Background: an optimization exercise with open tools, aiming at small area, a short achievable clock period and few clock cycles per item. Do not read the settings as production practice.
Function was checked by simulation only, so behaviour that the tests miss may differ from the original.

==> amber: inputs <==
## ntt_bfly
module ntt_bfly (
    input clk,
    input rst,
    input in_valid,
    input inv,
    input sub,
    input [16:0] a,
    input [16:0] b,
    input [16:0] tf,
    output out_valid,
    output [16:0] p
    );
==> flow/config.mk <==
export PLATFORM = sky130hd
export DESIGN_NAME = ntt_bfly
export DESIGN_NICKNAME = ntt_bfly
export VERILOG_FILES = /design/flow/design.v
export SDC_FILE = /design/flow/constraint.sdc
export NUM_CORES = 4
export LEC_CHECK = 0
export CAP_MARGIN = 20
export CORE_MARGIN = 2
export CORE_UTILIZATION = 40
export GPL_TIMING_DRIVEN = 0
export SLEW_MARGIN = 20
export SYNTH_HIERARCHICAL = 1
==> flow/constraint.sdc <==
create_clock -name core_clock -period 42.0 [get_ports {clk}]
set_input_delay 8.4000 -clock core_clock [delete_from_list [all_inputs] [get_ports {clk}]]
set_output_delay 8.4000 -clock core_clock [all_outputs]
set_load 0.01 [all_outputs]
standard.sh (not shown) runs the stock make flow with config.mk's settings and CLKGATE_MAP_FILE= SYNTH_SCRIPT=/design/flow/synth_recipe.tcl, a recipe that flattens the netlist after the stock synthesis.
==> flow/flow/run.sh <==
#!/bin/bash
# Own flow: the standard layout (standard.sh: the standard synthesis and
# steps), except:
#  - the cells that buffer_ports puts on the ports: buf_2 on each output
#    (hook before global placement), buf_1 on each input.  Every port still
#    gets a buffer of its own.
#  - clock tree synthesis without dummy load cells.
set -euo pipefail
here=$(pwd)
printf 'buffer_ports -outputs -buffer_cell sky130_fd_sc_hd__buf_2\n' > "$here/buffer_outputs.tcl"
export PRE_GLOBAL_PLACE_TCL="$here/buffer_outputs.tcl"
export BUFFER_PORTS_ARGS="-inputs -buffer_cell sky130_fd_sc_hd__buf_1"
export CTS_ARGS="-sink_clustering_enable -repair_clock_nets -dont_use_dummy_load"
bash standard.sh finish > standard_make.log 2>&1
==> maple (differences from amber) <==
==> flow/run.sh (new file) <==
#!/bin/bash
# synth_recipe.tcl (not shown) runs the flow's synth.tcl, then flattens the netlist and writes it again
# the make line also repeats each setting of config.mk as NAME=value (left out here)
make -C /OpenROAD-flow-scripts/flow DESIGN_CONFIG=/design/flow/config.mk WORK_HOME=/design/flow/orfs CLKGATE_MAP_FILE= SYNTH_SCRIPT=/design/flow/synth_recipe.tcl finish
removed: flow/flow/run.sh
removed: flow/standard.sh
==> flow_metrics.py <==
metrics = {
    "setup_path": {
        "cp_data_arrival_time_ns": 1.20,
        "crit_path_end": "p[4]",
        "path_cells": "clkdlybuf4s50_1",
    },
    "drt": {
        "num_vias": 7678,
        "firstDrtPassIters": 7,
        "drt-wirelength-per-cell_um": 20.0,
    },
    "layout": {
        "fillCellCount": 2325,
        "clockBufferCount": 10,
    },
    "status": {
        "status": "timing/DRC/antenna clean",
    },
    "timing": {
        "hold_slack_ns": 0.458,
        "fin_crit_sh": 0.229,
    },
    "grt": {
        "grt_pass1_wl_um": 43800,
    },
}
That was maple.
==> flow_metrics.py <==
metrics = {
    "status": {
        "status": "timing/DRC/antenna clean",
    },
    "timing": {
        "hold_slack_ns": 0.449,
        "fin_crit_sh": 0.218,
    },
    "grt": {
        "grt_use_total": 0.222,
        "grt_pass1_wl_um": 43900,
        "grt_pass1_vias": 7867,
    },
    "setup_path": {
        "crit_path_end": "out_valid",
        "cp_data_arrival_time_ns": 0.76,
    },
    "drt": {
        "firstDrtPassIters": 5,
        "num_vias": 7619,
        "drt-wirelength-per-cell_um": 19.9,
        "vias_per_cell": 5.50,
    },
    "place": {
        "gp_congestion": 0.946,
    },
    "layout": {
        "clockBufferCount": 9,
    },
}
That was amber.
Testbench counts of amber, summed over its fixed seeds: cycles 24,008, items 24,000.
Testbench counts of maple, summed over its fixed seeds: cycles 24,008, items 24,000.

========
==> inputs of ember <==
ntt_bfly again, from the RTL that the note above started with.
Design ntt_bfly, start of the top module:
module ntt_bfly (
    input clk,
    input rst,
    input in_valid,
    input inv,
    input sub,
    input [16:0] a,
    input [16:0] b,
    input [16:0] tf,
    output out_valid,
    output [16:0] p
    );
    reg v0, v1;
    reg inv_q, sub_q;
    reg [16:0] a_q, b_q, tf_q, p_q;
    wire [16:0] p_d;
    always @(posedge clk) begin
        if (rst) begin
            v0 <= 1'b0;
            v1 <= 1'b0;
        end else begin
            v0 <= in_valid;
            v1 <= v0;
        end
        inv_q <= inv;
        sub_q <= sub;
        a_q <= a;
        b_q <= b;
        tf_q <= tf;
        p_q <= p_d;
    end
  ...
==> flow/config.mk <==
export PLATFORM = sky130hd
export DESIGN_NAME = ntt_bfly
export DESIGN_NICKNAME = ntt_bfly
export VERILOG_FILES = /design/flow/design.v
export SDC_FILE = /design/flow/constraint.sdc
export NUM_CORES = 4
export LEC_CHECK = 0
export CAP_MARGIN = 20
export CORE_MARGIN = 2
export CORE_UTILIZATION = 40
export GPL_TIMING_DRIVEN = 0
export SLEW_MARGIN = 20
export SYNTH_HIERARCHICAL = 1
==> flow/constraint.sdc <==
create_clock -name core_clock -period 42.0 [get_ports {clk}]
set_input_delay 8.4000 -clock core_clock [delete_from_list [all_inputs] [get_ports {clk}]]
set_output_delay 8.4000 -clock core_clock [all_outputs]
set_load 0.01 [all_outputs]
==> flow/flow/run.sh <==
#!/bin/bash
# Own flow: the standard layout (standard.sh, unchanged synthesis and
# steps), except that the ports get buf_2 buffers instead of the cell that
# buffer_ports picks by default.  Every port still gets its own buffer.
set -euo pipefail
export BUFFER_PORTS_ARGS="-buffer_cell sky130_fd_sc_hd__buf_2"
bash standard.sh finish > standard_make.log 2>&1
==> cedar: changes against ember <==
==> flow/flow/run.sh (replaced) <==
#!/bin/bash
# Own flow: the standard layout (standard.sh: the standard synthesis and
# steps), except:
#  - the cells that buffer_ports puts on the ports: buf_2 on each output
#    (hook before global placement), buf_1 on each input.  Every port still
#    gets a buffer of its own.
#  - clock tree synthesis without dummy load cells.
set -euo pipefail
here=$(pwd)
printf 'buffer_ports -outputs -buffer_cell sky130_fd_sc_hd__buf_2\n' > "$here/buffer_outputs.tcl"
export PRE_GLOBAL_PLACE_TCL="$here/buffer_outputs.tcl"
export BUFFER_PORTS_ARGS="-inputs -buffer_cell sky130_fd_sc_hd__buf_1"
export CTS_ARGS="-sink_clustering_enable -repair_clock_nets -dont_use_dummy_load -buf_list sky130_fd_sc_hd__clkbuf_8 -sink_clustering_size 24 -sink_clustering_max_diameter 200"
bash standard.sh finish > standard_make.log 2>&1
==> impl_summary.txt <==
----------------------------------------------------
[STA]
  Worst hold margin ... 0.450 ns
  Final critical-path share of the clock period ... 0.219
  Slew at the pin with the worst max-slew slack ... 1.25 ns

[Final layout]
  Clkbuf count ... 9

[Outcome]
  Run status ... complete, no violations

[Setup path]
  CP peak stage delay ... 0.30 ns

----------------------------------------------------
the above is filed under cedar

==> impl_summary.txt <==
----------------------------------------------------
[Synth]
  Synthesis warning total ... 7

[Setup path]
  CP peak stage delay ... 0.31 ns

[Clocking]
  Count of hold-fix buffers inserted at cts ... 0

[Final layout]
  Clkbuf count ... 10

[STA]
  Final critical-path share of the clock period ... 0.218
  Worst hold margin ... 0.451 ns

[Placed design]
  Cell count after placement ... between 1k and 1.5k

[Outcome]
  Run status ... complete, no violations

----------------------------------------------------
the above is filed under ember

Testbench counts of ember, summed over its fixed seeds: cycles 24,008, items 24,000.
Testbench counts of cedar, summed over its fixed seeds: cycles 24,008, items 24,000.

## what the ideal ports hide
No port has a modelled driver above. Below, the same layouts with a new extraction and two added sets of constraints. Step 1 assumes that a clkbuf_16 drives the clock port and a buf_2 every other input. Step 2 times the ports against the registers' clock, not the clock port: input delays grow and output delays shrink by t, the midpoint of the rising clock arrivals with the driver on. a / b / c = ideal ports / drivers / drivers and shift; a / b = the first two.
run	t, ns	slack for setup (ns)	worst slew at a driven data input, ns
amber	0.387	32.844 / 32.797 / 33.184	0.03
maple	0.390	32.403 / 32.354 / 32.744	0.03
ember	0.387	32.837 / 32.791 / 33.178	0.03
cedar	0.405	32.811 / 32.770 / 33.175	0.03
After both steps setup and hold are still met in every run listed.
